Context: an optimization exercise on an open-source flow, tuned for small area and a short achievable clock period. The choices shown serve that exercise and are no tape-out recipe. At most, simulation tests tie the RTL to the original design; equivalence was not proved. No functional check of the RTL was part of run 2.

==> flow/design.v, too long to show whole: its modules and the start of the top module <==
// module fixed: 16 lines
// module fir: 765 lines
// module add_ks_20: 145 lines
// module add_rip_13: 9 lines
// module add_rip_14: 9 lines
// module add_o16: 78 lines
// module add_f11: 48 lines
module fir (
input [15:0] signal,
input clk,
output [15:0] out,
output [15:0] f1,
output [31:0] f2,f3,f4,
output [15:0] fo1
);
  // ...
==> flow/flow/run.sh <==
#!/bin/bash
# The standard layout (the standard.sh); flow/ports.tcl runs after global
# placement (port buffers, flip-flop drive), and clock tree synthesis gets its
# arguments from CTS_ARGS.
bash standard.sh DONT_BUFFER_PORTS=1 POST_GLOBAL_PLACE_TCL="$PWD/flow/ports.tcl" \
  CTS_ARGS="-sink_clustering_enable -repair_clock_nets -sink_clustering_size 20 -sink_clustering_max_diameter 40 -dont_use_dummy_load -sink_clustering_buffer sky130_fd_sc_hd__clkbuf_8" finish > standard.log 2>&1
==> flow/flow/ports.tcl <==
# Run right after global placement.
# Port buffering in place of ORFS's own buffer_ports: every input but the clock
# gets a buf_4, every output a buf_1; the sign and exponent inputs, which fan out
# across the whole input shifter, get a buf_8 instead.
buffer_ports -inputs -buffer_cell sky130_fd_sc_hd__buf_4
buffer_ports -outputs -buffer_cell sky130_fd_sc_hd__buf_1
set block [ord::get_db_block]
foreach b {10 11 12 13 14 15} {
  foreach it [[[$block findBTerm "signal\[$b\]"] getNet] getITerms] {
    replace_cell [get_cells [[$it getInst] getName]] sky130_fd_sc_hd__buf_8
  }
}
# Stronger flip-flops (same cell, drive 4) for the registers that start the
# paths to the outputs, whose Q pins carry the largest loads.
foreach inst [get_cells *] {
  if {[regexp {^(n|s1|u)\[[0-9]+\]\$_DFF_P_$} [get_full_name $inst]] && [get_property $inst ref_name] eq "sky130_fd_sc_hd__dfxtp_1"} {
    replace_cell $inst sky130_fd_sc_hd__dfxtp_4
  }
}
==> flow/standard.sh <==
#!/bin/bash
# synth_recipe.tcl (not shown) runs the flow's synth.tcl, then flattens the netlist and writes it again
# the make line also repeats each setting of config.mk as NAME=value (left out here)
make -C /OpenROAD-flow-scripts/flow DESIGN_CONFIG=/design/flow/config.mk WORK_HOME=/design/flow/orfs CLKGATE_MAP_FILE= SYNTH_SCRIPT=/design/flow/synth_recipe.tcl "${@:-finish}"
==> flow/config.mk <==
export PLATFORM = sky130hd
export DESIGN_NAME = fir
export DESIGN_NICKNAME = fir
export VERILOG_FILES = /design/flow/design.v
export SDC_FILE = /design/flow/constraint.sdc
export NUM_CORES = 4
export LEC_CHECK = 0
export ABC_AREA = 1
export CAP_MARGIN = 20
export CORE_MARGIN = 2
export CORE_UTILIZATION = 60
export PLACE_DENSITY = 0.75
export SLEW_MARGIN = 20
export SYNTH_HIERARCHICAL = 1
==> flow/constraint.sdc <==
create_clock -name core_clock -period 30.0 [get_ports {clk}]
set_input_delay 6.0000 -clock core_clock [delete_from_list [all_inputs] [get_ports {clk}]]
set_output_delay 6.0000 -clock core_clock [all_outputs]
set_load 0.01 [all_outputs]
==> run summary, run 1 <==
# TYPE chip_impl_metric gauge
chip_impl_info{name="status",value="complete, no violations"} 1
chip_impl_metric{name="die_width",unit="um"} 193
chip_impl_metric{name="ys_types",unit=""} 56
chip_impl_metric{name="post_synth_xor_area_fraction",unit=""} 0.0429
chip_impl_metric{name="post_placement_worst_setup_slack",unit="ns"} 20.83
chip_impl_metric{name="groute.usage.overall",unit=""} 0.274
chip_impl_metric{name="grt_pass1_wl",unit="mm"} 78.1
chip_impl_metric{name="number_of_buffers_inserted_for_hold_repair_after_clock_tree_synthesis",unit=""} 0
chip_impl_metric{name="ctsHtreeMaxLevel",unit=""} 2
chip_impl_metric{name="final.setup.tns",unit="ns"} 0
chip_impl_metric{name="final_layout_size_suffix_gt1_frac",unit=""} 0.0833
chip_impl_info{name="yosys-top-cells-count",value="sky130_fd_sc_hd__nand2_1, sky130_fd_sc_hd__dfxtp_1, sky130_fd_sc_hd__inv_1, sky130_fd_sc_hd__fa_1, sky130_fd_sc_hd__ha_1"} 1
chip_impl_metric{name="boundaryPins",unit=""} 161
chip_impl_metric{name="route.met3.wl",unit="mm"} 3.01
chip_impl_metric{name="timing.max_slew.rel_slack",unit=""} 0.333
chip_impl_metric{name="grt_max_degree",unit=""} 29
chip_impl_metric{name="use_met2",unit=""} 0.446
chip_impl_metric{name="timing.final.max_slew_violations",unit=""} 0
chip_impl_metric{name="timing.final.crit_period",unit="ns"} 8.71
chip_impl_metric{name="path_depth",unit=""} 21
chip_impl_metric{name="critical-path-max-stage-delay",unit="ns"} 0.38
chip_impl_info{name="yosys_most_used_dff",value="sky130_fd_sc_hd__dfxtp_1"} 1
chip_impl_metric{name="synth.top_cell.area_share",unit=""} 0.312
chip_impl_info{name="combinational_family_with_the_most_area_after_synthesis",value="adder cells"} 1
chip_impl_metric{name="synth_area_per_cell",unit="sq um"} 9.94
chip_impl_info{name="origin_of_the_critical_flop_to_flop_path",value="m5d[11]$_DFF_P_"} 1
chip_impl_metric{name="cells_after_synthesis",unit=""} 2154
chip_impl_metric{name="worst_setup_slack_after_layout",unit="ns"} 21.29
chip_impl_metric{name="place.port_buffers",unit=""} 159
chip_impl_metric{name="finalCritPeriodShare",unit=""} 0.290
chip_impl_metric{name="rows",unit=""} 69
chip_impl_metric{name="crit_path_max_fanout",unit=""} 25
chip_impl_metric{name="flow.area_growth_from_synthesis",unit="%"} 8.07
chip_impl_metric{name="total_core_area",unit="sq um"} 35400
chip_impl_info{name="layout.cells.most_common_list",value="sky130_fd_sc_hd__nand2_1, sky130_fd_sc_hd__inv_1, sky130_fd_sc_hd__dfxtp_1"} 1
==> module fir, before the edit <==
module fir (
input [15:0] signal,
input clk,
output [15:0] out,
output [15:0] f1,
output [31:0] f2,f3,f4,
output [15:0] fo1
);
wire sign = signal[15];
wire expo_sign = signal[14];
wire [3:0] e = signal[13:10];
wire [11:0] w = {1'b1, signal[9:0], 1'b0};
wire [26:0] wl = {15'b0, w} << e;
wire [11:0] wr = w >> e;
wire left = expo_sign & (e != 4'd0);
wire zero = (signal == 16'b0);
wire [14:0] fv = zero ? 15'b0 : (left ? wl[16:2] : {3'b0, wr});
wire fz = (fv == 15'b0);
wire [15:0] mg = {sign & fz, fv};
wire [19:0] sx = {20{~sign}};
wire signed [15:0] xq_a = {1'b0, fv ^ {15{sign}}};
wire signed [15:0] xq_b = 16'sd0;
wire signed [15:0] xq;
wire [15:0] xq__p = xq_a ^ xq_b;
wire [15:0] xq__g0 = xq_a & xq_b;
wire [15:0] xq__g = {xq__g0[15:1], xq__g0[0] | (xq__p[0] & (sign))};
wire xq__G1 = xq__g[1] | (xq__p[1] & xq__g[0]);
wire xq__P1 = xq__p[1] & xq__p[0];
wire xq__G2 = xq__g[3] | (xq__p[3] & xq__g[2]);
wire xq__P2 = xq__p[3] & xq__p[2];
wire xq__G3 = xq__g[5] | (xq__p[5] & xq__g[4]);
wire xq__P3 = xq__p[5] & xq__p[4];
wire xq__G4 = xq__g[7] | (xq__p[7] & xq__g[6]);
wire xq__P4 = xq__p[7] & xq__p[6];
wire xq__G5 = xq__g[9] | (xq__p[9] & xq__g[8]);
wire xq__P5 = xq__p[9] & xq__p[8];
wire xq__G6 = xq__g[11] | (xq__p[11] & xq__g[10]);
wire xq__P6 = xq__p[11] & xq__p[10];
wire xq__G7 = xq__g[13] | (xq__p[13] & xq__g[12]);
wire xq__P7 = xq__p[13] & xq__p[12];
wire xq__G8 = xq__g[15] | (xq__p[15] & xq__g[14]);
wire xq__P8 = xq__p[15] & xq__p[14];
wire xq__G9 = xq__g[2] | (xq__p[2] & xq__G1);
wire xq__P9 = xq__p[2] & xq__P1;
wire xq__G10 = xq__G2 | (xq__P2 & xq__G1);
wire xq__P10 = xq__P2 & xq__P1;
wire xq__G11 = xq__g[6] | (xq__p[6] & xq__G3);
wire xq__P11 = xq__p[6] & xq__P3;
wire xq__G12 = xq__G4 | (xq__P4 & xq__G3);
wire xq__P12 = xq__P4 & xq__P3;
wire xq__G13 = xq__g[10] | (xq__p[10] & xq__G5);
wire xq__P13 = xq__p[10] & xq__P5;
wire xq__G14 = xq__G6 | (xq__P6 & xq__G5);
wire xq__P14 = xq__P6 & xq__P5;
wire xq__G15 = xq__g[14] | (xq__p[14] & xq__G7);
wire xq__P15 = xq__p[14] & xq__P7;
wire xq__G16 = xq__G8 | (xq__P8 & xq__G7);
wire xq__P16 = xq__P8 & xq__P7;
wire xq__G17 = xq__g[4] | (xq__p[4] & xq__G10);
wire xq__P17 = xq__p[4] & xq__P10;
wire xq__G18 = xq__G3 | (xq__P3 & xq__G10);
wire xq__P18 = xq__P3 & xq__P10;
wire xq__G19 = xq__G11 | (xq__P11 & xq__G10);
wire xq__P19 = xq__P11 & xq__P10;
wire xq__G20 = xq__G12 | (xq__P12 & xq__G10);
wire xq__P20 = xq__P12 & xq__P10;
wire xq__G21 = xq__g[12] | (xq__p[12] & xq__G14);
wire xq__P21 = xq__p[12] & xq__P14;
wire xq__G22 = xq__G7 | (xq__P7 & xq__G14);
wire xq__P22 = xq__P7 & xq__P14;
wire xq__G23 = xq__G15 | (xq__P15 & xq__G14);
wire xq__P23 = xq__P15 & xq__P14;
wire xq__G24 = xq__G16 | (xq__P16 & xq__G14);
wire xq__P24 = xq__P16 & xq__P14;
wire xq__G25 = xq__g[8] | (xq__p[8] & xq__G20);
wire xq__P25 = xq__p[8] & xq__P20;
wire xq__G26 = xq__G5 | (xq__P5 & xq__G20);
wire xq__P26 = xq__P5 & xq__P20;
wire xq__G27 = xq__G13 | (xq__P13 & xq__G20);
wire xq__P27 = xq__P13 & xq__P20;
wire xq__G28 = xq__G14 | (xq__P14 & xq__G20);
wire xq__P28 = xq__P14 & xq__P20;
wire xq__G29 = xq__G21 | (xq__P21 & xq__G20);
wire xq__P29 = xq__P21 & xq__P20;
wire xq__G30 = xq__G22 | (xq__P22 & xq__G20);
wire xq__P30 = xq__P22 & xq__P20;
wire xq__G31 = xq__G23 | (xq__P23 & xq__G20);
wire xq__P31 = xq__P23 & xq__P20;
wire xq__G32 = xq__G24 | (xq__P24 & xq__G20);
wire xq__P32 = xq__P24 & xq__P20;
wire [16:0] xq__c = {xq__G32, xq__G31, xq__G30, xq__G29, xq__G28, xq__G27, xq__G26, xq__G25, xq__G20, xq__G19, xq__G18, xq__G17, xq__G10, xq__G9, xq__G1, xq__g[0], (sign)};
assign xq = xq__p ^ xq__c[15:0];
wire signed [15:0] xin = {sign, xq[14:0]};
wire signed [19:0] nc_x = {1'b0, mg, 3'b0} ^ sx;
wire signed [19:0] nc_y = {4'b0, mg} ^ sx;
wire signed [19:0] nc_z = {18'b0, ~sign, 1'b0};
wire signed [19:0] nc_s = nc_x ^ nc_y ^ nc_z;
wire [19:0] nc_m = (nc_x & nc_y) | (nc_x & nc_z) | (nc_y & nc_z);
wire signed [19:0] nin_a = nc_s;
wire signed [19:0] nin_b = {nc_m[18:0], 1'b0};
wire signed [19:0] nin;
add_ks_20 i_nin (.a(nin_a), .b(nin_b), .ci(1'b0), .s(nin));
reg signed [15:0] x;
reg signed [19:0] n;           
always @(posedge clk) begin
  x <= xin;
  n <= nin;
end
wire signed [18:0] m5_a = n;
wire signed [18:0] m5_b = x <<< 2;
wire signed [18:0] m5;
wire [18:0] m5__p = m5_a ^ m5_b;
wire [18:0] m5__g0 = m5_a & m5_b;
wire [18:0] m5__g = {m5__g0[18:1], m5__g0[0] | (m5__p[0] & (1'b0))};
wire m5__G1 = m5__g[1] | (m5__p[1] & m5__g[0]);
wire m5__P1 = m5__p[1] & m5__p[0];
wire m5__G2 = m5__g[3] | (m5__p[3] & m5__g[2]);
wire m5__P2 = m5__p[3] & m5__p[2];
wire m5__G3 = m5__g[5] | (m5__p[5] & m5__g[4]);
wire m5__P3 = m5__p[5] & m5__p[4];
wire m5__G4 = m5__g[7] | (m5__p[7] & m5__g[6]);
wire m5__P4 = m5__p[7] & m5__p[6];
wire m5__G5 = m5__g[9] | (m5__p[9] & m5__g[8]);
wire m5__P5 = m5__p[9] & m5__p[8];
wire m5__G6 = m5__g[11] | (m5__p[11] & m5__g[10]);
wire m5__P6 = m5__p[11] & m5__p[10];
wire m5__G7 = m5__g[13] | (m5__p[13] & m5__g[12]);
wire m5__P7 = m5__p[13] & m5__p[12];
wire m5__G8 = m5__g[15] | (m5__p[15] & m5__g[14]);
wire m5__P8 = m5__p[15] & m5__p[14];
wire m5__G9 = m5__g[17] | (m5__p[17] & m5__g[16]);
wire m5__P9 = m5__p[17] & m5__p[16];
wire m5__G10 = m5__g[2] | (m5__p[2] & m5__G1);
wire m5__P10 = m5__p[2] & m5__P1;
wire m5__G11 = m5__G2 | (m5__P2 & m5__G1);
wire m5__P11 = m5__P2 & m5__P1;
wire m5__G12 = m5__g[6] | (m5__p[6] & m5__G3);
wire m5__P12 = m5__p[6] & m5__P3;
wire m5__G13 = m5__G4 | (m5__P4 & m5__G3);
wire m5__P13 = m5__P4 & m5__P3;
wire m5__G14 = m5__g[10] | (m5__p[10] & m5__G5);
wire m5__P14 = m5__p[10] & m5__P5;
wire m5__G15 = m5__G6 | (m5__P6 & m5__G5);
wire m5__P15 = m5__P6 & m5__P5;
wire m5__G16 = m5__g[14] | (m5__p[14] & m5__G7);
wire m5__P16 = m5__p[14] & m5__P7;
wire m5__G17 = m5__G8 | (m5__P8 & m5__G7);
wire m5__P17 = m5__P8 & m5__P7;
wire m5__G18 = m5__g[18] | (m5__p[18] & m5__G9);
wire m5__P18 = m5__p[18] & m5__P9;
wire m5__G19 = m5__g[4] | (m5__p[4] & m5__G11);
wire m5__P19 = m5__p[4] & m5__P11;
wire m5__G20 = m5__G3 | (m5__P3 & m5__G11);
wire m5__P20 = m5__P3 & m5__P11;
wire m5__G21 = m5__G12 | (m5__P12 & m5__G11);
wire m5__P21 = m5__P12 & m5__P11;
wire m5__G22 = m5__G13 | (m5__P13 & m5__G11);
wire m5__P22 = m5__P13 & m5__P11;
wire m5__G23 = m5__g[12] | (m5__p[12] & m5__G15);
wire m5__P23 = m5__p[12] & m5__P15;
wire m5__G24 = m5__G7 | (m5__P7 & m5__G15);
wire m5__P24 = m5__P7 & m5__P15;
wire m5__G25 = m5__G16 | (m5__P16 & m5__G15);
wire m5__P25 = m5__P16 & m5__P15;
wire m5__G26 = m5__G17 | (m5__P17 & m5__G15);
wire m5__P26 = m5__P17 & m5__P15;
wire m5__G27 = m5__g[8] | (m5__p[8] & m5__G22);
wire m5__P27 = m5__p[8] & m5__P22;
wire m5__G28 = m5__G5 | (m5__P5 & m5__G22);
wire m5__P28 = m5__P5 & m5__P22;
wire m5__G29 = m5__G14 | (m5__P14 & m5__G22);
wire m5__P29 = m5__P14 & m5__P22;
wire m5__G30 = m5__G15 | (m5__P15 & m5__G22);
wire m5__P30 = m5__P15 & m5__P22;
wire m5__G31 = m5__G23 | (m5__P23 & m5__G22);
wire m5__P31 = m5__P23 & m5__P22;
wire m5__G32 = m5__G24 | (m5__P24 & m5__G22);
wire m5__P32 = m5__P24 & m5__P22;
wire m5__G33 = m5__G25 | (m5__P25 & m5__G22);
wire m5__P33 = m5__P25 & m5__P22;
wire m5__G34 = m5__G26 | (m5__P26 & m5__G22);
wire m5__P34 = m5__P26 & m5__P22;
wire m5__G35 = m5__g[16] | (m5__p[16] & m5__G34);
wire m5__P35 = m5__p[16] & m5__P34;
wire m5__G36 = m5__G9 | (m5__P9 & m5__G34);
wire m5__P36 = m5__P9 & m5__P34;
wire m5__G37 = m5__G18 | (m5__P18 & m5__G34);
wire m5__P37 = m5__P18 & m5__P34;
wire [19:0] m5__c = {m5__G37, m5__G36, m5__G35, m5__G34, m5__G33, m5__G32, m5__G31, m5__G30, m5__G29, m5__G28, m5__G27, m5__G22, m5__G21, m5__G20, m5__G19, m5__G11, m5__G10, m5__G1, m5__g[0], (1'b0)};
assign m5 = m5__p ^ m5__c[18:0];
wire signed [19:0] m11_a = n;
wire signed [19:0] m11_b = ~(x <<< 1);
wire signed [19:0] m11;
wire [19:0] m11__p = m11_a ^ m11_b;
wire [19:0] m11__g0 = m11_a & m11_b;
wire [19:0] m11__g = {m11__g0[19:1], m11__g0[0] | (m11__p[0] & (1'b1))};
wire m11__G1 = m11__g[1] | (m11__p[1] & m11__g[0]);
wire m11__P1 = m11__p[1] & m11__p[0];
wire m11__G2 = m11__g[3] | (m11__p[3] & m11__g[2]);
wire m11__P2 = m11__p[3] & m11__p[2];
wire m11__G3 = m11__g[5] | (m11__p[5] & m11__g[4]);
wire m11__P3 = m11__p[5] & m11__p[4];
wire m11__G4 = m11__g[7] | (m11__p[7] & m11__g[6]);
wire m11__P4 = m11__p[7] & m11__p[6];
wire m11__G5 = m11__g[9] | (m11__p[9] & m11__g[8]);
wire m11__P5 = m11__p[9] & m11__p[8];
wire m11__G6 = m11__g[11] | (m11__p[11] & m11__g[10]);
wire m11__P6 = m11__p[11] & m11__p[10];
wire m11__G7 = m11__g[13] | (m11__p[13] & m11__g[12]);
wire m11__P7 = m11__p[13] & m11__p[12];
wire m11__G8 = m11__g[15] | (m11__p[15] & m11__g[14]);
wire m11__P8 = m11__p[15] & m11__p[14];
wire m11__G9 = m11__g[17] | (m11__p[17] & m11__g[16]);
wire m11__P9 = m11__p[17] & m11__p[16];
wire m11__G10 = m11__g[19] | (m11__p[19] & m11__g[18]);
wire m11__P10 = m11__p[19] & m11__p[18];
wire m11__G11 = m11__g[2] | (m11__p[2] & m11__G1);
wire m11__P11 = m11__p[2] & m11__P1;
wire m11__G12 = m11__G2 | (m11__P2 & m11__G1);
wire m11__P12 = m11__P2 & m11__P1;
wire m11__G13 = m11__g[6] | (m11__p[6] & m11__G3);
wire m11__P13 = m11__p[6] & m11__P3;
wire m11__G14 = m11__G4 | (m11__P4 & m11__G3);
wire m11__P14 = m11__P4 & m11__P3;
wire m11__G15 = m11__g[10] | (m11__p[10] & m11__G5);
wire m11__P15 = m11__p[10] & m11__P5;
wire m11__G16 = m11__G6 | (m11__P6 & m11__G5);
wire m11__P16 = m11__P6 & m11__P5;
wire m11__G17 = m11__g[14] | (m11__p[14] & m11__G7);
wire m11__P17 = m11__p[14] & m11__P7;
wire m11__G18 = m11__G8 | (m11__P8 & m11__G7);
wire m11__P18 = m11__P8 & m11__P7;
wire m11__G19 = m11__g[18] | (m11__p[18] & m11__G9);
wire m11__P19 = m11__p[18] & m11__P9;
wire m11__G20 = m11__G10 | (m11__P10 & m11__G9);
wire m11__P20 = m11__P10 & m11__P9;
wire m11__G21 = m11__g[4] | (m11__p[4] & m11__G12);
wire m11__P21 = m11__p[4] & m11__P12;
wire m11__G22 = m11__G3 | (m11__P3 & m11__G12);
wire m11__P22 = m11__P3 & m11__P12;
wire m11__G23 = m11__G13 | (m11__P13 & m11__G12);
wire m11__P23 = m11__P13 & m11__P12;
wire m11__G24 = m11__G14 | (m11__P14 & m11__G12);
wire m11__P24 = m11__P14 & m11__P12;
wire m11__G25 = m11__g[12] | (m11__p[12] & m11__G16);
wire m11__P25 = m11__p[12] & m11__P16;
wire m11__G26 = m11__G7 | (m11__P7 & m11__G16);
wire m11__P26 = m11__P7 & m11__P16;
wire m11__G27 = m11__G17 | (m11__P17 & m11__G16);
wire m11__P27 = m11__P17 & m11__P16;
wire m11__G28 = m11__G18 | (m11__P18 & m11__G16);
wire m11__P28 = m11__P18 & m11__P16;
wire m11__G29 = m11__g[8] | (m11__p[8] & m11__G24);
wire m11__P29 = m11__p[8] & m11__P24;
wire m11__G30 = m11__G5 | (m11__P5 & m11__G24);
wire m11__P30 = m11__P5 & m11__P24;
wire m11__G31 = m11__G15 | (m11__P15 & m11__G24);
wire m11__P31 = m11__P15 & m11__P24;
wire m11__G32 = m11__G16 | (m11__P16 & m11__G24);
wire m11__P32 = m11__P16 & m11__P24;
wire m11__G33 = m11__G25 | (m11__P25 & m11__G24);
wire m11__P33 = m11__P25 & m11__P24;
wire m11__G34 = m11__G26 | (m11__P26 & m11__G24);
wire m11__P34 = m11__P26 & m11__P24;
wire m11__G35 = m11__G27 | (m11__P27 & m11__G24);
wire m11__P35 = m11__P27 & m11__P24;
wire m11__G36 = m11__G28 | (m11__P28 & m11__G24);
wire m11__P36 = m11__P28 & m11__P24;
wire m11__G37 = m11__g[16] | (m11__p[16] & m11__G36);
wire m11__P37 = m11__p[16] & m11__P36;
wire m11__G38 = m11__G9 | (m11__P9 & m11__G36);
wire m11__P38 = m11__P9 & m11__P36;
wire m11__G39 = m11__G19 | (m11__P19 & m11__G36);
wire m11__P39 = m11__P19 & m11__P36;
wire m11__G40 = m11__G20 | (m11__P20 & m11__G36);
wire m11__P40 = m11__P20 & m11__P36;
wire [20:0] m11__c = {m11__G40, m11__G39, m11__G38, m11__G37, m11__G36, m11__G35, m11__G34, m11__G33, m11__G32, m11__G31, m11__G30, m11__G29, m11__G24, m11__G23, m11__G22, m11__G21, m11__G12, m11__G11, m11__G1, m11__g[0], (1'b1)};
assign m11 = m11__p ^ m11__c[19:0];
wire signed [21:0] m45_a = n <<< 2;
wire signed [21:0] m45_b = n;
wire signed [21:0] m45;
wire [21:0] m45__p = m45_a ^ m45_b;
wire [21:0] m45__g0 = m45_a & m45_b;
wire [21:0] m45__g = {m45__g0[21:1], m45__g0[0] | (m45__p[0] & (1'b0))};
wire m45__G1 = m45__g[1] | (m45__p[1] & m45__g[0]);
wire m45__P1 = m45__p[1] & m45__p[0];
wire m45__G2 = m45__g[3] | (m45__p[3] & m45__g[2]);
wire m45__P2 = m45__p[3] & m45__p[2];
wire m45__G3 = m45__g[5] | (m45__p[5] & m45__g[4]);
wire m45__P3 = m45__p[5] & m45__p[4];
wire m45__G4 = m45__g[7] | (m45__p[7] & m45__g[6]);
wire m45__P4 = m45__p[7] & m45__p[6];
wire m45__G5 = m45__g[9] | (m45__p[9] & m45__g[8]);
wire m45__P5 = m45__p[9] & m45__p[8];
wire m45__G6 = m45__g[11] | (m45__p[11] & m45__g[10]);
wire m45__P6 = m45__p[11] & m45__p[10];
wire m45__G7 = m45__g[13] | (m45__p[13] & m45__g[12]);
wire m45__P7 = m45__p[13] & m45__p[12];
wire m45__G8 = m45__g[15] | (m45__p[15] & m45__g[14]);
wire m45__P8 = m45__p[15] & m45__p[14];
wire m45__G9 = m45__g[17] | (m45__p[17] & m45__g[16]);
wire m45__P9 = m45__p[17] & m45__p[16];
wire m45__G10 = m45__g[19] | (m45__p[19] & m45__g[18]);
wire m45__P10 = m45__p[19] & m45__p[18];
wire m45__G11 = m45__g[21] | (m45__p[21] & m45__g[20]);
wire m45__P11 = m45__p[21] & m45__p[20];
wire m45__G12 = m45__g[2] | (m45__p[2] & m45__G1);
wire m45__P12 = m45__p[2] & m45__P1;
wire m45__G13 = m45__G2 | (m45__P2 & m45__G1);
wire m45__P13 = m45__P2 & m45__P1;
wire m45__G14 = m45__g[6] | (m45__p[6] & m45__G3);
wire m45__P14 = m45__p[6] & m45__P3;
wire m45__G15 = m45__G4 | (m45__P4 & m45__G3);
wire m45__P15 = m45__P4 & m45__P3;
wire m45__G16 = m45__g[10] | (m45__p[10] & m45__G5);
wire m45__P16 = m45__p[10] & m45__P5;
wire m45__G17 = m45__G6 | (m45__P6 & m45__G5);
wire m45__P17 = m45__P6 & m45__P5;
wire m45__G18 = m45__g[14] | (m45__p[14] & m45__G7);
wire m45__P18 = m45__p[14] & m45__P7;
wire m45__G19 = m45__G8 | (m45__P8 & m45__G7);
wire m45__P19 = m45__P8 & m45__P7;
wire m45__G20 = m45__g[18] | (m45__p[18] & m45__G9);
wire m45__P20 = m45__p[18] & m45__P9;
wire m45__G21 = m45__G10 | (m45__P10 & m45__G9);
wire m45__P21 = m45__P10 & m45__P9;
wire m45__G22 = m45__g[4] | (m45__p[4] & m45__G13);
wire m45__P22 = m45__p[4] & m45__P13;
wire m45__G23 = m45__G3 | (m45__P3 & m45__G13);
wire m45__P23 = m45__P3 & m45__P13;
wire m45__G24 = m45__G14 | (m45__P14 & m45__G13);
wire m45__P24 = m45__P14 & m45__P13;
wire m45__G25 = m45__G15 | (m45__P15 & m45__G13);
wire m45__P25 = m45__P15 & m45__P13;
wire m45__G26 = m45__g[12] | (m45__p[12] & m45__G17);
wire m45__P26 = m45__p[12] & m45__P17;
wire m45__G27 = m45__G7 | (m45__P7 & m45__G17);
wire m45__P27 = m45__P7 & m45__P17;
wire m45__G28 = m45__G18 | (m45__P18 & m45__G17);
wire m45__P28 = m45__P18 & m45__P17;
wire m45__G29 = m45__G19 | (m45__P19 & m45__G17);
wire m45__P29 = m45__P19 & m45__P17;
wire m45__G30 = m45__g[20] | (m45__p[20] & m45__G21);
wire m45__P30 = m45__p[20] & m45__P21;
wire m45__G31 = m45__G11 | (m45__P11 & m45__G21);
wire m45__P31 = m45__P11 & m45__P21;
wire m45__G32 = m45__g[8] | (m45__p[8] & m45__G25);
wire m45__P32 = m45__p[8] & m45__P25;
wire m45__G33 = m45__G5 | (m45__P5 & m45__G25);
wire m45__P33 = m45__P5 & m45__P25;
wire m45__G34 = m45__G16 | (m45__P16 & m45__G25);
wire m45__P34 = m45__P16 & m45__P25;
wire m45__G35 = m45__G17 | (m45__P17 & m45__G25);
wire m45__P35 = m45__P17 & m45__P25;
wire m45__G36 = m45__G26 | (m45__P26 & m45__G25);
wire m45__P36 = m45__P26 & m45__P25;
wire m45__G37 = m45__G27 | (m45__P27 & m45__G25);
wire m45__P37 = m45__P27 & m45__P25;
wire m45__G38 = m45__G28 | (m45__P28 & m45__G25);
wire m45__P38 = m45__P28 & m45__P25;
wire m45__G39 = m45__G29 | (m45__P29 & m45__G25);
wire m45__P39 = m45__P29 & m45__P25;
wire m45__G40 = m45__g[16] | (m45__p[16] & m45__G39);
wire m45__P40 = m45__p[16] & m45__P39;
wire m45__G41 = m45__G9 | (m45__P9 & m45__G39);
wire m45__P41 = m45__P9 & m45__P39;
wire m45__G42 = m45__G20 | (m45__P20 & m45__G39);
wire m45__P42 = m45__P20 & m45__P39;
wire m45__G43 = m45__G21 | (m45__P21 & m45__G39);
wire m45__P43 = m45__P21 & m45__P39;
wire m45__G44 = m45__G30 | (m45__P30 & m45__G39);
wire m45__P44 = m45__P30 & m45__P39;
wire m45__G45 = m45__G31 | (m45__P31 & m45__G39);
wire m45__P45 = m45__P31 & m45__P39;
wire [22:0] m45__c = {m45__G45, m45__G44, m45__G43, m45__G42, m45__G41, m45__G40, m45__G39, m45__G38, m45__G37, m45__G36, m45__G35, m45__G34, m45__G33, m45__G32, m45__G25, m45__G24, m45__G23, m45__G22, m45__G13, m45__G12, m45__G1, m45__g[0], (1'b0)};
assign m45 = m45__p ^ m45__c[21:0];
reg signed [9:0] ndh;          
reg nz;                        
reg signed [18:0] m5d;         
reg signed [21:0] m45d;        
reg signed [19:0] m11d;        
reg signed [19:0] r4;          
always @(posedge clk) begin
  ndh <= n[19:10];
  nz <= ~|n[9:0];
  m5d <= m5;
  m45d <= m45;
  m11d <= m11;
  r4 <= {m5d, 1'b0};
end
wire signed [23:0] e205a = m45;
wire signed [23:0] e205b = m5 <<< 5;
wire [23:0] p205_a = m45d;
wire [23:0] p205_b = m5d <<< 5;
wire [10:0] p205_qa = e205a[10:0];
wire [10:0] p205_qb = e205b[10:0];
wire p205_ci = 1'b0;
wire [10:0] p205_g = p205_qa & p205_qb;
wire [10:0] p205_p = p205_qa | p205_qb;
wire p205_G1 = p205_g[0] | (p205_p[0] & p205_ci);
wire p205_G2 = p205_g[2] | (p205_p[2] & p205_g[1]);
wire p205_P2 = p205_p[2] & p205_p[1];
wire p205_G3 = p205_g[4] | (p205_p[4] & p205_g[3]);
wire p205_P3 = p205_p[4] & p205_p[3];
wire p205_G4 = p205_g[6] | (p205_p[6] & p205_g[5]);
wire p205_P4 = p205_p[6] & p205_p[5];
wire p205_G5 = p205_g[8] | (p205_p[8] & p205_g[7]);
wire p205_P5 = p205_p[8] & p205_p[7];
wire p205_G6 = p205_g[10] | (p205_p[10] & p205_g[9]);
wire p205_P6 = p205_p[10] & p205_p[9];
wire p205_G7 = p205_G2 | (p205_P2 & p205_G1);
wire p205_G8 = p205_G4 | (p205_P4 & p205_G3);
wire p205_P8 = p205_P4 & p205_P3;
wire p205_G9 = p205_G6 | (p205_P6 & p205_G5);
wire p205_P9 = p205_P6 & p205_P5;
wire p205_G10 = p205_G8 | (p205_P8 & p205_G7);
wire p205_G11 = p205_G9 | (p205_P9 & p205_G10);
wire [10:0] p205_k = {p205_p[9:0], p205_ci};
reg p205_c11, p205_z;
always @(posedge clk) begin
  p205_c11 <= p205_G11;
  p205_z <= &(~(p205_qa ^ p205_qb ^ p205_k));
end
wire [12:0] p205_hi;
add_rip_13 i_p205_hi (.a(p205_a[23:11]), .b(p205_b[23:11]), .ci(p205_c11), .s(p205_hi));
wire signed [24:0] c407_x = m11d <<< 5;
wire signed [24:0] c407_y = m45d;
wire signed [24:0] c407_z = m5d <<< 1;
wire signed [24:0] c407_s = c407_x ^ c407_y ^ c407_z;
wire [24:0] c407_m = (c407_x & c407_y) | (c407_x & c407_z) | (c407_y & c407_z);
wire signed [24:0] c407p_x = m11 <<< 5;
wire signed [24:0] c407p_y = m45;
wire signed [24:0] c407p_z = m5 <<< 1;
wire signed [24:0] c407p_s = c407p_x ^ c407p_y ^ c407p_z;
wire [24:0] c407p_m = (c407p_x & c407p_y) | (c407p_x & c407p_z) | (c407p_y & c407p_z);
wire [24:0] p407_a = c407_s;
wire [24:0] p407_b = {c407_m[23:0], 1'b0};
wire [10:0] p407_qa = c407p_s[10:0];
wire [10:0] p407_qb = {c407p_m[9:0], 1'b0};
wire p407_ci = 1'b0;
wire [10:0] p407_g = p407_qa & p407_qb;
wire [10:0] p407_p = p407_qa | p407_qb;
wire p407_G1 = p407_g[0] | (p407_p[0] & p407_ci);
wire p407_G2 = p407_g[2] | (p407_p[2] & p407_g[1]);
wire p407_P2 = p407_p[2] & p407_p[1];
wire p407_G3 = p407_g[4] | (p407_p[4] & p407_g[3]);
wire p407_P3 = p407_p[4] & p407_p[3];
wire p407_G4 = p407_g[6] | (p407_p[6] & p407_g[5]);
wire p407_P4 = p407_p[6] & p407_p[5];
wire p407_G5 = p407_g[8] | (p407_p[8] & p407_g[7]);
wire p407_P5 = p407_p[8] & p407_p[7];
wire p407_G6 = p407_g[10] | (p407_p[10] & p407_g[9]);
wire p407_P6 = p407_p[10] & p407_p[9];
wire p407_G7 = p407_G2 | (p407_P2 & p407_G1);
wire p407_G8 = p407_G4 | (p407_P4 & p407_G3);
wire p407_P8 = p407_P4 & p407_P3;
wire p407_G9 = p407_G6 | (p407_P6 & p407_G5);
wire p407_P9 = p407_P6 & p407_P5;
wire p407_G10 = p407_G8 | (p407_P8 & p407_G7);
wire p407_G11 = p407_G9 | (p407_P9 & p407_G10);
wire [10:0] p407_k = {p407_p[9:0], p407_ci};
reg p407_c11, p407_z;
always @(posedge clk) begin
  p407_c11 <= p407_G11;
  p407_z <= &(~(p407_qa ^ p407_qb ^ p407_k));
end
wire [13:0] p407_hi;
add_rip_14 i_p407_hi (.a(p407_a[24:11]), .b(p407_b[24:11]), .ci(p407_c11), .s(p407_hi));
wire signed [24:0] c327_x = m11d <<< 5;
wire signed [24:0] c327_y = ~(m5d <<< 2);
wire signed [24:0] c327_z = ~m5d;
wire signed [24:0] c327_s = c327_x ^ c327_y ^ c327_z;
wire [24:0] c327_m = (c327_x & c327_y) | (c327_x & c327_z) | (c327_y & c327_z);
wire signed [24:0] c327p_x = m11 <<< 5;
wire signed [24:0] c327p_y = ~(m5 <<< 2);
wire signed [24:0] c327p_z = ~m5;
wire signed [24:0] c327p_s = c327p_x ^ c327p_y ^ c327p_z;
wire [24:0] c327p_m = (c327p_x & c327p_y) | (c327p_x & c327p_z) | (c327p_y & c327p_z);
wire [24:0] p327_a = c327_s;
wire [24:0] p327_b = {c327_m[23:0], 1'b1};
wire [10:0] p327_qa = c327p_s[10:0];
wire [10:0] p327_qb = {c327p_m[9:0], 1'b1};
wire p327_ci = 1'b1;
wire [10:0] p327_g = p327_qa & p327_qb;
wire [10:0] p327_p = p327_qa | p327_qb;
wire p327_G1 = p327_g[0] | (p327_p[0] & p327_ci);
wire p327_G2 = p327_g[2] | (p327_p[2] & p327_g[1]);
wire p327_P2 = p327_p[2] & p327_p[1];
wire p327_G3 = p327_g[4] | (p327_p[4] & p327_g[3]);
wire p327_P3 = p327_p[4] & p327_p[3];
wire p327_G4 = p327_g[6] | (p327_p[6] & p327_g[5]);
wire p327_P4 = p327_p[6] & p327_p[5];
wire p327_G5 = p327_g[8] | (p327_p[8] & p327_g[7]);
wire p327_P5 = p327_p[8] & p327_p[7];
wire p327_G6 = p327_g[10] | (p327_p[10] & p327_g[9]);
wire p327_P6 = p327_p[10] & p327_p[9];
wire p327_G7 = p327_G2 | (p327_P2 & p327_G1);
wire p327_G8 = p327_G4 | (p327_P4 & p327_G3);
wire p327_P8 = p327_P4 & p327_P3;
wire p327_G9 = p327_G6 | (p327_P6 & p327_G5);
wire p327_P9 = p327_P6 & p327_P5;
wire p327_G10 = p327_G8 | (p327_P8 & p327_G7);
wire p327_G11 = p327_G9 | (p327_P9 & p327_G10);
wire [10:0] p327_k = {p327_p[9:0], p327_ci};
reg p327_c11, p327_z;
always @(posedge clk) begin
  p327_c11 <= p327_G11;
  p327_z <= &(~(p327_qa ^ p327_qb ^ p327_k));
end
wire [13:0] p327_hi;
add_rip_14 i_p327_hi (.a(p327_a[24:11]), .b(p327_b[24:11]), .ci(p327_c11), .s(p327_hi));
wire signed [8:0]  t9   = ndh[9:1];
wire signed [8:0]  t11  = m11d[19:11];
wire signed [8:0]  t10  = m5d[18:10];
wire signed [9:0]  c18  = ~ndh;           wire z18  = nz;
wire signed [11:0] c90  = ~m45d[21:10];   wire z90  = ~|m45d[9:0];
wire signed [12:0] c205 = ~p205_hi;   wire z205 = p205_z;
wire signed [13:0] c327 = ~p327_hi;   wire z327 = p327_z;
wire signed [13:0] c407 = ~p407_hi;   wire z407 = p407_z;
wire signed [9:0]  p18  = ndh;
wire signed [11:0] p90  = m45d[21:10];
wire signed [12:0] p205h = p205_hi;
wire signed [13:0] p327h = p327_hi;
wire signed [13:0] p407h = p407_hi;
reg signed [8:0] v15;
reg signed [9:0] v14;
reg signed [9:0] v13;
reg signed [10:0] v12;
reg signed [12:0] v11;
reg signed [13:0] v10;
reg signed [14:0] v9;
reg signed [15:0] v8;
reg signed [15:0] v7;
reg signed [15:0] v6;
reg signed [15:0] v5;
reg signed [15:0] v4;
reg signed [15:0] v3;
wire signed [9:0] v14_n_a = t11;
wire signed [9:0] v14_n_b = v15;
wire signed [9:0] v14_n;
wire [10:0] v14_n__c;
assign v14_n__c[0] = (1'b0);
genvar v14_n__i;
generate for (v14_n__i = 0; v14_n__i < 10; v14_n__i = v14_n__i + 1) begin : v14_n__r
  assign v14_n[v14_n__i] = v14_n_a[v14_n__i] ^ v14_n_b[v14_n__i] ^ v14_n__c[v14_n__i];
  assign v14_n__c[v14_n__i+1] = (v14_n_a[v14_n__i] & v14_n_b[v14_n__i]) | (v14_n_a[v14_n__i] & v14_n__c[v14_n__i]) | (v14_n_b[v14_n__i] & v14_n__c[v14_n__i]);
end endgenerate
wire signed [9:0] v13_n_a = t10;
wire signed [9:0] v13_n_b = v14;
wire signed [9:0] v13_n;
wire [10:0] v13_n__c;
assign v13_n__c[0] = (1'b0);
genvar v13_n__i;
generate for (v13_n__i = 0; v13_n__i < 10; v13_n__i = v13_n__i + 1) begin : v13_n__r
  assign v13_n[v13_n__i] = v13_n_a[v13_n__i] ^ v13_n_b[v13_n__i] ^ v13_n__c[v13_n__i];
  assign v13_n__c[v13_n__i+1] = (v13_n_a[v13_n__i] & v13_n_b[v13_n__i]) | (v13_n_a[v13_n__i] & v13_n__c[v13_n__i]) | (v13_n_b[v13_n__i] & v13_n__c[v13_n__i]);
end endgenerate
wire signed [10:0] v12_n_a = p18;
wire signed [10:0] v12_n_b = ~v13;
wire signed [10:0] v12_n;
wire [11:0] v12_n__c;
assign v12_n__c[0] = (~z18);
genvar v12_n__i;
generate for (v12_n__i = 0; v12_n__i < 11; v12_n__i = v12_n__i + 1) begin : v12_n__r
  assign v12_n[v12_n__i] = v12_n_a[v12_n__i] ^ v12_n_b[v12_n__i] ^ v12_n__c[v12_n__i];
  assign v12_n__c[v12_n__i+1] = (v12_n_a[v12_n__i] & v12_n_b[v12_n__i]) | (v12_n_a[v12_n__i] & v12_n__c[v12_n__i]) | (v12_n_b[v12_n__i] & v12_n__c[v12_n__i]);
end endgenerate
wire signed [12:0] v11_n_a = p90;
wire signed [12:0] v11_n_b = v12;
wire signed [12:0] v11_n;
wire [13:0] v11_n__c;
assign v11_n__c[0] = (~z90);
genvar v11_n__i;
generate for (v11_n__i = 0; v11_n__i < 13; v11_n__i = v11_n__i + 1) begin : v11_n__r
  assign v11_n[v11_n__i] = v11_n_a[v11_n__i] ^ v11_n_b[v11_n__i] ^ v11_n__c[v11_n__i];
  assign v11_n__c[v11_n__i+1] = (v11_n_a[v11_n__i] & v11_n_b[v11_n__i]) | (v11_n_a[v11_n__i] & v11_n__c[v11_n__i]) | (v11_n_b[v11_n__i] & v11_n__c[v11_n__i]);
end endgenerate
wire signed [13:0] v10_n_a = p205h;
wire signed [13:0] v10_n_b = v11;
wire signed [13:0] v10_n;
wire [14:0] v10_n__c;
assign v10_n__c[0] = (~z205);
genvar v10_n__i;
generate for (v10_n__i = 0; v10_n__i < 14; v10_n__i = v10_n__i + 1) begin : v10_n__r
  assign v10_n[v10_n__i] = v10_n_a[v10_n__i] ^ v10_n_b[v10_n__i] ^ v10_n__c[v10_n__i];
  assign v10_n__c[v10_n__i+1] = (v10_n_a[v10_n__i] & v10_n_b[v10_n__i]) | (v10_n_a[v10_n__i] & v10_n__c[v10_n__i]) | (v10_n_b[v10_n__i] & v10_n__c[v10_n__i]);
end endgenerate
wire signed [14:0] v9_n_a = p327h;
wire signed [14:0] v9_n_b = v10;
wire signed [14:0] v9_n;
wire [15:0] v9_n__c;
assign v9_n__c[0] = (~z327);
genvar v9_n__i;
generate for (v9_n__i = 0; v9_n__i < 15; v9_n__i = v9_n__i + 1) begin : v9_n__r
  assign v9_n[v9_n__i] = v9_n_a[v9_n__i] ^ v9_n_b[v9_n__i] ^ v9_n__c[v9_n__i];
  assign v9_n__c[v9_n__i+1] = (v9_n_a[v9_n__i] & v9_n_b[v9_n__i]) | (v9_n_a[v9_n__i] & v9_n__c[v9_n__i]) | (v9_n_b[v9_n__i] & v9_n__c[v9_n__i]);
end endgenerate
wire signed [15:0] v8_n_a = p407h;
wire signed [15:0] v8_n_b = v9;
wire signed [15:0] v8_n;
wire [16:0] v8_n__c;
assign v8_n__c[0] = (~z407);
genvar v8_n__i;
generate for (v8_n__i = 0; v8_n__i < 16; v8_n__i = v8_n__i + 1) begin : v8_n__r
  assign v8_n[v8_n__i] = v8_n_a[v8_n__i] ^ v8_n_b[v8_n__i] ^ v8_n__c[v8_n__i];
  assign v8_n__c[v8_n__i+1] = (v8_n_a[v8_n__i] & v8_n_b[v8_n__i]) | (v8_n_a[v8_n__i] & v8_n__c[v8_n__i]) | (v8_n_b[v8_n__i] & v8_n__c[v8_n__i]);
end endgenerate
wire signed [15:0] v7_n_a = p407h;
wire signed [15:0] v7_n_b = v8;
wire signed [15:0] v7_n;
wire [16:0] v7_n__c;
assign v7_n__c[0] = (~z407);
genvar v7_n__i;
generate for (v7_n__i = 0; v7_n__i < 16; v7_n__i = v7_n__i + 1) begin : v7_n__r
  assign v7_n[v7_n__i] = v7_n_a[v7_n__i] ^ v7_n_b[v7_n__i] ^ v7_n__c[v7_n__i];
  assign v7_n__c[v7_n__i+1] = (v7_n_a[v7_n__i] & v7_n_b[v7_n__i]) | (v7_n_a[v7_n__i] & v7_n__c[v7_n__i]) | (v7_n_b[v7_n__i] & v7_n__c[v7_n__i]);
end endgenerate
wire signed [15:0] v6_n_a = p327h;
wire signed [15:0] v6_n_b = v7;
wire signed [15:0] v6_n;
wire [16:0] v6_n__c;
assign v6_n__c[0] = (~z327);
genvar v6_n__i;
generate for (v6_n__i = 0; v6_n__i < 16; v6_n__i = v6_n__i + 1) begin : v6_n__r
  assign v6_n[v6_n__i] = v6_n_a[v6_n__i] ^ v6_n_b[v6_n__i] ^ v6_n__c[v6_n__i];
  assign v6_n__c[v6_n__i+1] = (v6_n_a[v6_n__i] & v6_n_b[v6_n__i]) | (v6_n_a[v6_n__i] & v6_n__c[v6_n__i]) | (v6_n_b[v6_n__i] & v6_n__c[v6_n__i]);
end endgenerate
wire signed [15:0] v5_n_a = p205h;
wire signed [15:0] v5_n_b = v6;
wire signed [15:0] v5_n;
wire [16:0] v5_n__c;
assign v5_n__c[0] = (~z205);
genvar v5_n__i;
generate for (v5_n__i = 0; v5_n__i < 16; v5_n__i = v5_n__i + 1) begin : v5_n__r
  assign v5_n[v5_n__i] = v5_n_a[v5_n__i] ^ v5_n_b[v5_n__i] ^ v5_n__c[v5_n__i];
  assign v5_n__c[v5_n__i+1] = (v5_n_a[v5_n__i] & v5_n_b[v5_n__i]) | (v5_n_a[v5_n__i] & v5_n__c[v5_n__i]) | (v5_n_b[v5_n__i] & v5_n__c[v5_n__i]);
end endgenerate
wire signed [15:0] v4_n_a = p90;
wire signed [15:0] v4_n_b = v5;
wire signed [15:0] v4_n;
wire [16:0] v4_n__c;
assign v4_n__c[0] = (~z90);
genvar v4_n__i;
generate for (v4_n__i = 0; v4_n__i < 16; v4_n__i = v4_n__i + 1) begin : v4_n__r
  assign v4_n[v4_n__i] = v4_n_a[v4_n__i] ^ v4_n_b[v4_n__i] ^ v4_n__c[v4_n__i];
  assign v4_n__c[v4_n__i+1] = (v4_n_a[v4_n__i] & v4_n_b[v4_n__i]) | (v4_n_a[v4_n__i] & v4_n__c[v4_n__i]) | (v4_n_b[v4_n__i] & v4_n__c[v4_n__i]);
end endgenerate
wire signed [15:0] v3_n_a = p18;
wire signed [15:0] v3_n_b = v4;
wire signed [15:0] v3_n;
wire [16:0] v3_n__c;
assign v3_n__c[0] = (~z18);
genvar v3_n__i;
generate for (v3_n__i = 0; v3_n__i < 16; v3_n__i = v3_n__i + 1) begin : v3_n__r
  assign v3_n[v3_n__i] = v3_n_a[v3_n__i] ^ v3_n_b[v3_n__i] ^ v3_n__c[v3_n__i];
  assign v3_n__c[v3_n__i+1] = (v3_n_a[v3_n__i] & v3_n_b[v3_n__i]) | (v3_n_a[v3_n__i] & v3_n__c[v3_n__i]) | (v3_n_b[v3_n__i] & v3_n__c[v3_n__i]);
end endgenerate
wire signed [8:0] t11x = m11[19:11];
wire signed [9:0] u_n_a = t11x;
wire signed [9:0] u_n_b = t10;
wire signed [9:0] u_n;
wire [10:0] u_n__c;
assign u_n__c[0] = (1'b0);
genvar u_n__i;
generate for (u_n__i = 0; u_n__i < 10; u_n__i = u_n__i + 1) begin : u_n__r
  assign u_n[u_n__i] = u_n_a[u_n__i] ^ u_n_b[u_n__i] ^ u_n__c[u_n__i];
  assign u_n__c[u_n__i+1] = (u_n_a[u_n__i] & u_n_b[u_n__i]) | (u_n_a[u_n__i] & u_n__c[u_n__i]) | (u_n_b[u_n__i] & u_n__c[u_n__i]);
end endgenerate
wire signed [15:0] cs1_x = t11x;
wire signed [15:0] cs1_y = t10;
wire signed [15:0] cs1_z = ~v3;
wire signed [15:0] cs1_s = cs1_x ^ cs1_y ^ cs1_z;
wire [15:0] cs1_m = (cs1_x & cs1_y) | (cs1_x & cs1_z) | (cs1_y & cs1_z);
wire signed [15:0] s1_n_a = cs1_s;
wire signed [15:0] s1_n_b = {cs1_m[14:0], 1'b0};
wire signed [15:0] s1_n;
wire [15:0] s1_n__p = s1_n_a ^ s1_n_b;
wire [15:0] s1_n__g0 = s1_n_a & s1_n_b;
wire [15:0] s1_n__g = {s1_n__g0[15:1], s1_n__g0[0] | (s1_n__p[0] & (1'b0))};
wire s1_n__G1 = s1_n__g[1] | (s1_n__p[1] & s1_n__g[0]);
wire s1_n__P1 = s1_n__p[1] & s1_n__p[0];
wire s1_n__G2 = s1_n__g[3] | (s1_n__p[3] & s1_n__g[2]);
wire s1_n__P2 = s1_n__p[3] & s1_n__p[2];
wire s1_n__G3 = s1_n__g[5] | (s1_n__p[5] & s1_n__g[4]);
wire s1_n__P3 = s1_n__p[5] & s1_n__p[4];
wire s1_n__G4 = s1_n__g[7] | (s1_n__p[7] & s1_n__g[6]);
wire s1_n__P4 = s1_n__p[7] & s1_n__p[6];
wire s1_n__G5 = s1_n__g[9] | (s1_n__p[9] & s1_n__g[8]);
wire s1_n__P5 = s1_n__p[9] & s1_n__p[8];
wire s1_n__G6 = s1_n__g[11] | (s1_n__p[11] & s1_n__g[10]);
wire s1_n__P6 = s1_n__p[11] & s1_n__p[10];
wire s1_n__G7 = s1_n__g[13] | (s1_n__p[13] & s1_n__g[12]);
wire s1_n__P7 = s1_n__p[13] & s1_n__p[12];
wire s1_n__G8 = s1_n__g[15] | (s1_n__p[15] & s1_n__g[14]);
wire s1_n__P8 = s1_n__p[15] & s1_n__p[14];
wire s1_n__G9 = s1_n__G2 | (s1_n__P2 & s1_n__G1);
wire s1_n__P9 = s1_n__P2 & s1_n__P1;
wire s1_n__G10 = s1_n__G4 | (s1_n__P4 & s1_n__G3);
wire s1_n__P10 = s1_n__P4 & s1_n__P3;
wire s1_n__G11 = s1_n__G6 | (s1_n__P6 & s1_n__G5);
wire s1_n__P11 = s1_n__P6 & s1_n__P5;
wire s1_n__G12 = s1_n__G8 | (s1_n__P8 & s1_n__G7);
wire s1_n__P12 = s1_n__P8 & s1_n__P7;
wire s1_n__G13 = s1_n__G10 | (s1_n__P10 & s1_n__G9);
wire s1_n__P13 = s1_n__P10 & s1_n__P9;
wire s1_n__G14 = s1_n__G12 | (s1_n__P12 & s1_n__G11);
wire s1_n__P14 = s1_n__P12 & s1_n__P11;
wire s1_n__G15 = s1_n__G14 | (s1_n__P14 & s1_n__G13);
wire s1_n__P15 = s1_n__P14 & s1_n__P13;
wire s1_n__G16 = s1_n__G11 | (s1_n__P11 & s1_n__G13);
wire s1_n__P16 = s1_n__P11 & s1_n__P13;
wire s1_n__G17 = s1_n__G3 | (s1_n__P3 & s1_n__G9);
wire s1_n__P17 = s1_n__P3 & s1_n__P9;
wire s1_n__G18 = s1_n__G5 | (s1_n__P5 & s1_n__G13);
wire s1_n__P18 = s1_n__P5 & s1_n__P13;
wire s1_n__G19 = s1_n__G7 | (s1_n__P7 & s1_n__G16);
wire s1_n__P19 = s1_n__P7 & s1_n__P16;
wire s1_n__G20 = s1_n__g[2] | (s1_n__p[2] & s1_n__G1);
wire s1_n__P20 = s1_n__p[2] & s1_n__P1;
wire s1_n__G21 = s1_n__g[4] | (s1_n__p[4] & s1_n__G9);
wire s1_n__P21 = s1_n__p[4] & s1_n__P9;
wire s1_n__G22 = s1_n__g[6] | (s1_n__p[6] & s1_n__G17);
wire s1_n__P22 = s1_n__p[6] & s1_n__P17;
wire s1_n__G23 = s1_n__g[8] | (s1_n__p[8] & s1_n__G13);
wire s1_n__P23 = s1_n__p[8] & s1_n__P13;
wire s1_n__G24 = s1_n__g[10] | (s1_n__p[10] & s1_n__G18);
wire s1_n__P24 = s1_n__p[10] & s1_n__P18;
wire s1_n__G25 = s1_n__g[12] | (s1_n__p[12] & s1_n__G16);
wire s1_n__P25 = s1_n__p[12] & s1_n__P16;
wire s1_n__G26 = s1_n__g[14] | (s1_n__p[14] & s1_n__G19);
wire s1_n__P26 = s1_n__p[14] & s1_n__P19;
wire [16:0] s1_n__c = {s1_n__G15, s1_n__G26, s1_n__G19, s1_n__G25, s1_n__G16, s1_n__G24, s1_n__G18, s1_n__G23, s1_n__G13, s1_n__G22, s1_n__G17, s1_n__G21, s1_n__G9, s1_n__G20, s1_n__G1, s1_n__g[0], (1'b0)};
assign s1_n = s1_n__p ^ s1_n__c[15:0];
reg signed [15:0] s1;
reg signed [9:0] u;
always @(posedge clk) begin
  v15 <= t9;
  v14 <= v14_n;
  v13 <= v13_n;
  v12 <= v12_n;
  v11 <= v11_n;
  v10 <= v10_n;
  v9 <= v9_n;
  v8 <= v8_n;
  v7 <= v7_n;
  v6 <= v6_n;
  v5 <= v5_n;
  v4 <= v4_n;
  v3 <= v3_n;
  u <= u_n;
  s1 <= s1_n;
end
wire signed [8:0] t0 = n[19:11];
wire [15:0] out_n;
add_o16 i_out (.a(s1), .bn(t0), .ci(1'b0), .s(out_n));
wire [10:0] fo1_s;
add_f11 i_fo1 (.a({u[9], u}), .bn(t0), .ci(1'b0), .s(fo1_s));
wire [15:0] fo1_n = {{5{fo1_s[10]}}, fo1_s};
assign out = out_n;
assign fo1 = fo1_n;
assign f1 = x;
assign f2 = {{12{n[19]}}, n};
assign f3 = {{12{m11d[19]}}, m11d};
assign f4 = {{12{r4[19]}}, r4};
endmodule
==> module add_o16, before the edit <==
module add_o16(input [15:0] a, input [8:0] bn, input ci, output [15:0] s);
wire [15:0] b = {{7{bn[8]}}, bn};
wire [15:0] p = a ^ b;
wire [15:0] g0 = a & b;
wire [15:0] g = {g0[15:1], g0[0] | (p[0] & ci)};
wire G1 = g[1] | (p[1] & g[0]);
wire P1 = p[1] & p[0];
wire G2 = g[3] | (p[3] & g[2]);
wire P2 = p[3] & p[2];
wire G3 = g[5] | (p[5] & g[4]);
wire P3 = p[5] & p[4];
wire G4 = g[7] | (p[7] & g[6]);
wire P4 = p[7] & p[6];
wire G5 = g[9] | (p[9] & g[8]);
wire P5 = p[9] & p[8];
wire G6 = g[11] | (p[11] & g[10]);
wire P6 = p[11] & p[10];
wire G7 = g[13] | (p[13] & g[12]);
wire P7 = p[13] & p[12];
wire G8 = g[15] | (p[15] & g[14]);
wire P8 = p[15] & p[14];
wire G9 = g[2] | (p[2] & g[1]);
wire P9 = p[2] & p[1];
wire G10 = G9 | (P9 & g[0]);
wire P10 = P9 & p[0];
wire G11 = G2 | (P2 & G1);
wire P11 = P2 & P1;
wire G12 = g[6] | (p[6] & G3);
wire P12 = p[6] & P3;
wire G13 = G4 | (P4 & G3);
wire P13 = P4 & P3;
wire G14 = g[10] | (p[10] & G5);
wire P14 = p[10] & P5;
wire G15 = G6 | (P6 & G5);
wire P15 = P6 & P5;
wire G16 = g[14] | (p[14] & G7);
wire P16 = p[14] & P7;
wire G17 = G8 | (P8 & G7);
wire P17 = P8 & P7;
wire G18 = g[4] | (p[4] & g[3]);
wire P18 = p[4] & p[3];
wire G19 = G18 | (P18 & G10);
wire P19 = P18 & P10;
wire G20 = G3 | (P3 & G11);
wire P20 = P3 & P11;
wire G21 = G12 | (P12 & G11);
wire P21 = P12 & P11;
wire G22 = G13 | (P13 & G11);
wire P22 = P13 & P11;
wire G23 = g[12] | (p[12] & G15);
wire P23 = p[12] & P15;
wire G24 = G7 | (P7 & G15);
wire P24 = P7 & P15;
wire G25 = G16 | (P16 & G15);
wire P25 = P16 & P15;
wire G26 = G17 | (P17 & G15);
wire P26 = P17 & P15;
wire G27 = g[8] | (p[8] & g[7]);
wire P27 = p[8] & p[7];
wire G28 = G27 | (P27 & G21);
wire P28 = P27 & P21;
wire G29 = G5 | (P5 & G22);
wire P29 = P5 & P22;
wire G30 = G14 | (P14 & G22);
wire P30 = P14 & P22;
wire G31 = G15 | (P15 & G22);
wire P31 = P15 & P22;
wire G32 = G23 | (P23 & G22);
wire P32 = P23 & P22;
wire G33 = G24 | (P24 & G22);
wire P33 = P24 & P22;
wire G34 = G25 | (P25 & G22);
wire P34 = P25 & P22;
wire G35 = G26 | (P26 & G22);
wire P35 = P26 & P22;
wire [16:0] c = {G35, G34, G33, G32, G31, G30, G29, G28, G22, G21, G20, G19, G11, G10, G1, g[0], ci};
assign s = p ^ c[15:0];
endmodule
==> inputs of run 2 (changes only) <==
--- a/flow/design.v
+++ b/flow/design.v
@@ -40,7 +40,7 @@
 wire [15:0] xq__p = xq_a ^ xq_b;
 wire [15:0] xq__g0 = xq_a & xq_b;
 wire [15:0] xq__g = {xq__g0[15:1], xq__g0[0] | (xq__p[0] & (sign))};
-wire xq__G1 = xq__g[1] | (xq__p[1] & xq__g[0]);
+wire xq__G1 = xq__g[1] | (xq__p[1] & xq_a[0] & xq_b[0]) | (xq__p[1] & xq__p[0] & (sign));
 wire xq__P1 = xq__p[1] & xq__p[0];
 wire xq__G2 = xq__g[3] | (xq__p[3] & xq__g[2]);
 wire xq__P2 = xq__p[3] & xq__p[2];
@@ -128,7 +128,7 @@
 wire [18:0] m5__p = m5_a ^ m5_b;
 wire [18:0] m5__g0 = m5_a & m5_b;
 wire [18:0] m5__g = {m5__g0[18:1], m5__g0[0] | (m5__p[0] & (1'b0))};
-wire m5__G1 = m5__g[1] | (m5__p[1] & m5__g[0]);
+wire m5__G1 = m5__g[1] | (m5__p[1] & m5_a[0] & m5_b[0]) | (m5__p[1] & m5__p[0] & (1'b0));
 wire m5__P1 = m5__p[1] & m5__p[0];
 wire m5__G2 = m5__g[3] | (m5__p[3] & m5__g[2]);
 wire m5__P2 = m5__p[3] & m5__p[2];
@@ -210,7 +210,7 @@
 wire [19:0] m11__p = m11_a ^ m11_b;
 wire [19:0] m11__g0 = m11_a & m11_b;
 wire [19:0] m11__g = {m11__g0[19:1], m11__g0[0] | (m11__p[0] & (1'b1))};
-wire m11__G1 = m11__g[1] | (m11__p[1] & m11__g[0]);
+wire m11__G1 = m11__g[1] | (m11__p[1] & m11_a[0] & m11_b[0]) | (m11__p[1] & m11__p[0] & (1'b1));
 wire m11__P1 = m11__p[1] & m11__p[0];
 wire m11__G2 = m11__g[3] | (m11__p[3] & m11__g[2]);
 wire m11__P2 = m11__p[3] & m11__p[2];
@@ -298,7 +298,7 @@
 wire [21:0] m45__p = m45_a ^ m45_b;
 wire [21:0] m45__g0 = m45_a & m45_b;
 wire [21:0] m45__g = {m45__g0[21:1], m45__g0[0] | (m45__p[0] & (1'b0))};
-wire m45__G1 = m45__g[1] | (m45__p[1] & m45__g[0]);
+wire m45__G1 = m45__g[1] | (m45__p[1] & m45_a[0] & m45_b[0]) | (m45__p[1] & m45__p[0] & (1'b0));
 wire m45__P1 = m45__p[1] & m45__p[0];
 wire m45__G2 = m45__g[3] | (m45__p[3] & m45__g[2]);
 wire m45__P2 = m45__p[3] & m45__p[2];
@@ -693,7 +693,7 @@
 wire [15:0] s1_n__p = s1_n_a ^ s1_n_b;
 wire [15:0] s1_n__g0 = s1_n_a & s1_n_b;
 wire [15:0] s1_n__g = {s1_n__g0[15:1], s1_n__g0[0] | (s1_n__p[0] & (1'b0))};
-wire s1_n__G1 = s1_n__g[1] | (s1_n__p[1] & s1_n__g[0]);
+wire s1_n__G1 = s1_n__g[1] | (s1_n__p[1] & s1_n_a[0] & s1_n_b[0]) | (s1_n__p[1] & s1_n__p[0] & (1'b0));
 wire s1_n__P1 = s1_n__p[1] & s1_n__p[0];
 wire s1_n__G2 = s1_n__g[3] | (s1_n__p[3] & s1_n__g[2]);
 wire s1_n__P2 = s1_n__p[3] & s1_n__p[2];
@@ -783,7 +783,7 @@
 wire [19:0] p = a ^ b;
 wire [19:0] g0 = a & b;
 wire [19:0] g = {g0[19:1], g0[0] | (p[0] & ci)};
-wire G1 = g[1] | (p[1] & g[0]);
+wire G1 = g[1] | (p[1] & a[0] & b[0]) | (p[1] & p[0] & ci);
 wire P1 = p[1] & p[0];
 wire G2 = g[2] | (p[2] & g[1]);
 wire P2 = p[2] & p[1];
@@ -947,7 +947,7 @@
 wire [15:0] p = a ^ b;
 wire [15:0] g0 = a & b;
 wire [15:0] g = {g0[15:1], g0[0] | (p[0] & ci)};
-wire G1 = g[1] | (p[1] & g[0]);
+wire G1 = g[1] | (p[1] & a[0] & b[0]) | (p[1] & p[0] & ci);
 wire P1 = p[1] & p[0];
 wire G2 = g[3] | (p[3] & g[2]);
 wire P2 = p[3] & p[2];
@@ -1025,7 +1025,7 @@
 wire [10:0] p = a ^ b;
 wire [10:0] g0 = a & b;
 wire [10:0] g = {g0[10:1], g0[0] | (p[0] & ci)};
-wire G1 = g[1] | (p[1] & g[0]);
+wire G1 = g[1] | (p[1] & a[0] & b[0]) | (p[1] & p[0] & ci);
 wire P1 = p[1] & p[0];
 wire G2 = g[3] | (p[3] & g[2]);
 wire P2 = p[3] & p[2];
==> flow/flow/run.sh (replaced) <==
#!/bin/bash
# The standard layout (the standard.sh); flow/ports.tcl runs after global
# placement (port buffers, flip-flop drive), and clock tree synthesis gets its
# arguments from CTS_ARGS.
bash standard.sh DONT_BUFFER_PORTS=1 POST_GLOBAL_PLACE_TCL="$PWD/flow/ports.tcl" \
  CTS_ARGS="-sink_clustering_enable -repair_clock_nets -sink_clustering_size 40 -sink_clustering_max_diameter 60 -dont_use_dummy_load" finish > standard.log 2>&1
==> run summary, run 2 <==
# TYPE chip_impl_metric gauge
chip_impl_info{name="status",value="complete, no violations"} 1
chip_impl_metric{name="ctsHtreeMaxLevel",unit=""} 1
chip_impl_metric{name="die_width",unit="um"} 193
chip_impl_info{name="layout.cells.most_common_list",value="sky130_fd_sc_hd__inv_1, sky130_fd_sc_hd__nand2_1, sky130_fd_sc_hd__dfxtp_1"} 1
chip_impl_metric{name="ys_types",unit=""} 54
chip_impl_metric{name="rows",unit=""} 69
chip_impl_info{name="yosys_most_used_dff",value="sky130_fd_sc_hd__dfxtp_1"} 1
chip_impl_metric{name="grt_max_degree",unit=""} 29
chip_impl_metric{name="final.setup.tns",unit="ns"} 0
chip_impl_metric{name="post_synth_xor_area_fraction",unit=""} 0.0463
chip_impl_metric{name="timing.final.crit_period",unit="ns"} 9.11
chip_impl_metric{name="number_of_buffers_inserted_for_hold_repair_after_clock_tree_synthesis",unit=""} 0
chip_impl_metric{name="finalCritPeriodShare",unit=""} 0.304
chip_impl_metric{name="final_cells",unit=""} 2733
chip_impl_info{name="tritoncts",value="done"} 1
chip_impl_metric{name="cells_after_synthesis",unit=""} 2133
chip_impl_metric{name="crit_path_max_fanout",unit=""} 16
chip_impl_metric{name="synth.cell_area",unit="sq um"} 21400
chip_impl_metric{name="worst_setup_slack_after_layout",unit="ns"} 20.89
chip_impl_info{name="yosys-top-cells-count",value="sky130_fd_sc_hd__dfxtp_1, sky130_fd_sc_hd__inv_1, sky130_fd_sc_hd__nand2_1, sky130_fd_sc_hd__fa_1, sky130_fd_sc_hd__ha_1"} 1
chip_impl_metric{name="total_core_area",unit="sq um"} 35300
chip_impl_metric{name="diodes",unit=""} 0
chip_impl_metric{name="timing.final.max_slew_violations",unit=""} 0
chip_impl_metric{name="groute.usage.overall",unit=""} 0.275
chip_impl_metric{name="post_placement_worst_setup_slack",unit="ns"} 20.45
chip_impl_info{name="setup.worst_path.class",value="input pin to flop"} 1
chip_impl_metric{name="place.port_buffers",unit=""} 159
chip_impl_metric{name="grt_pass1_wl",unit="mm"} 78.3
chip_impl_metric{name="timing.max_slew.rel_slack",unit=""} 0.378
chip_impl_metric{name="synth.top_cell.area_share",unit=""} 0.313
chip_impl_metric{name="flow.area_growth_from_synthesis",unit="%"} 8.31
chip_impl_metric{name="boundaryPins",unit=""} 161
chip_impl_info{name="combinational_family_with_the_most_area_after_synthesis",value="adder cells"} 1
run 2: worst paths after layout:
kind	startpoint	endpoint	slack [ns]	cells past startpoint
max	signal[12]	n[17]$_DFF_P_	20.89	19
min	m5d[2]$_DFF_P_	r4[3]$_DFF_P_	0.32	0
max reg2reg	m5d[11]$_DFF_P_	v6[15]$_DFF_P_	21.49	21
min reg2reg	m5d[2]$_DFF_P_	r4[3]$_DFF_P_	0.32	0
run 2: logic make-up after synthesis:
| family | count (synthesis) |
|---|---|
| AND/OR/NAND/NOR | 644 |
| adder cells (fa/ha/maj) | 474 |
| flip-flops | 334 |
| buffers and inverters | 400 |
| AO/OA/AOI/OAI | 167 |
| other | 1 |
| XOR/XNOR | 113 |
run 2: worst max-delay path, stage by stage:
cell and delay, ns:
sky130_fd_sc_hd__buf_8 0.12, sky130_fd_sc_hd__nor2_2 0.48, sky130_fd_sc_hd__nand2_2 0.16, sky130_fd_sc_hd__nand2_2 0.22, sky130_fd_sc_hd__inv_2 0.18, sky130_fd_sc_hd__o21ai_0 0.11
sky130_fd_sc_hd__nand2_1 0.06, sky130_fd_sc_hd__o21bai_1 0.21, sky130_fd_sc_hd__ha_1 0.39, sky130_fd_sc_hd__inv_1 0.06, sky130_fd_sc_hd__ha_1 0.30, sky130_fd_sc_hd__ha_1 0.40
sky130_fd_sc_hd__nand2_1 0.12, sky130_fd_sc_hd__o21ai_0 0.23, sky130_fd_sc_hd__nand2_1 0.09, sky130_fd_sc_hd__nand3_1 0.16, sky130_fd_sc_hd__nand2_1 0.10, sky130_fd_sc_hd__nand3_1 0.08
sky130_fd_sc_hd__nand2_1 0.05
run 2: final cells by class:
type                            instances  area [sq um]  area share
Inverter                              336          1260      0.0545
Sequential cell                       334          6860       0.296
Tap cell                              461           577      0.0249
Timing Repair Buffer                  165           747      0.0323
Multi-Input combinational cell       1409         13000       0.562
Clock buffer                           28           701      0.0303
run 2: per-stage QoR:
| step | util | area, sq um |
|---|---|---|
| floorplan | - | 21400 |
| global placement | 0.611 | 21600 |
| detailed placement | 0.636 | 22500 |
| CTS | 0.656 | 23200 |
| global route | 0.656 | 23200 |
| finish | 0.656 | 23200 |
run 2: metal layers:
layer	part of all wire	GRT usage	routed length (um)
met5	0	0	0
met2	0.49	0.473	23700
met3	0.043	0.0264	2100
met4	0.023	0.0719	1140
met1	0.45	0.374	21800
run 2: per-module statistics from Yosys, one instance, submodules excluded:
module	cells	flops+latches
fir	1636	334
add_o16	128	0
add_rip_13	27	0
add_ks_20	212	0
add_rip_14	27	0
add_f11	76	0

-- separate check: timing with driven ports --
The results above use ideal ports. As a check the final layouts listed here were re-extracted and re-timed, cells and wires unchanged.
Step 1, drivers: a clkbuf_16 drives clk and a buf_2 each remaining input, both assumed.
Step 2 adds t to the input delays and takes it off the output delays; t is the mean of the earliest and latest rising clock arrival at the registers after step 1. Input paths then give back, and output paths get back, about the clock's delay inside the block.
Three values: no drivers, after step 1, after step 2; two values: the first two.
run	t (ns)	setup WS [ns]	hold slack, ns	latest minus earliest clock arrival (ns)
run 1	0.555	21.288 / 21.303 / 20.748	0.328 / 0.328 / 0.328	0.087 / 0.087
run 2	0.609	20.885 / 20.898 / 20.289	0.320 / 0.320 / 0.320	0.060 / 0.059
After both steps setup and hold are still met in every run listed. For run 2, which loses most, drivers alone change the setup slack by +0.013 ns; drivers and shift together by -0.596 ns.
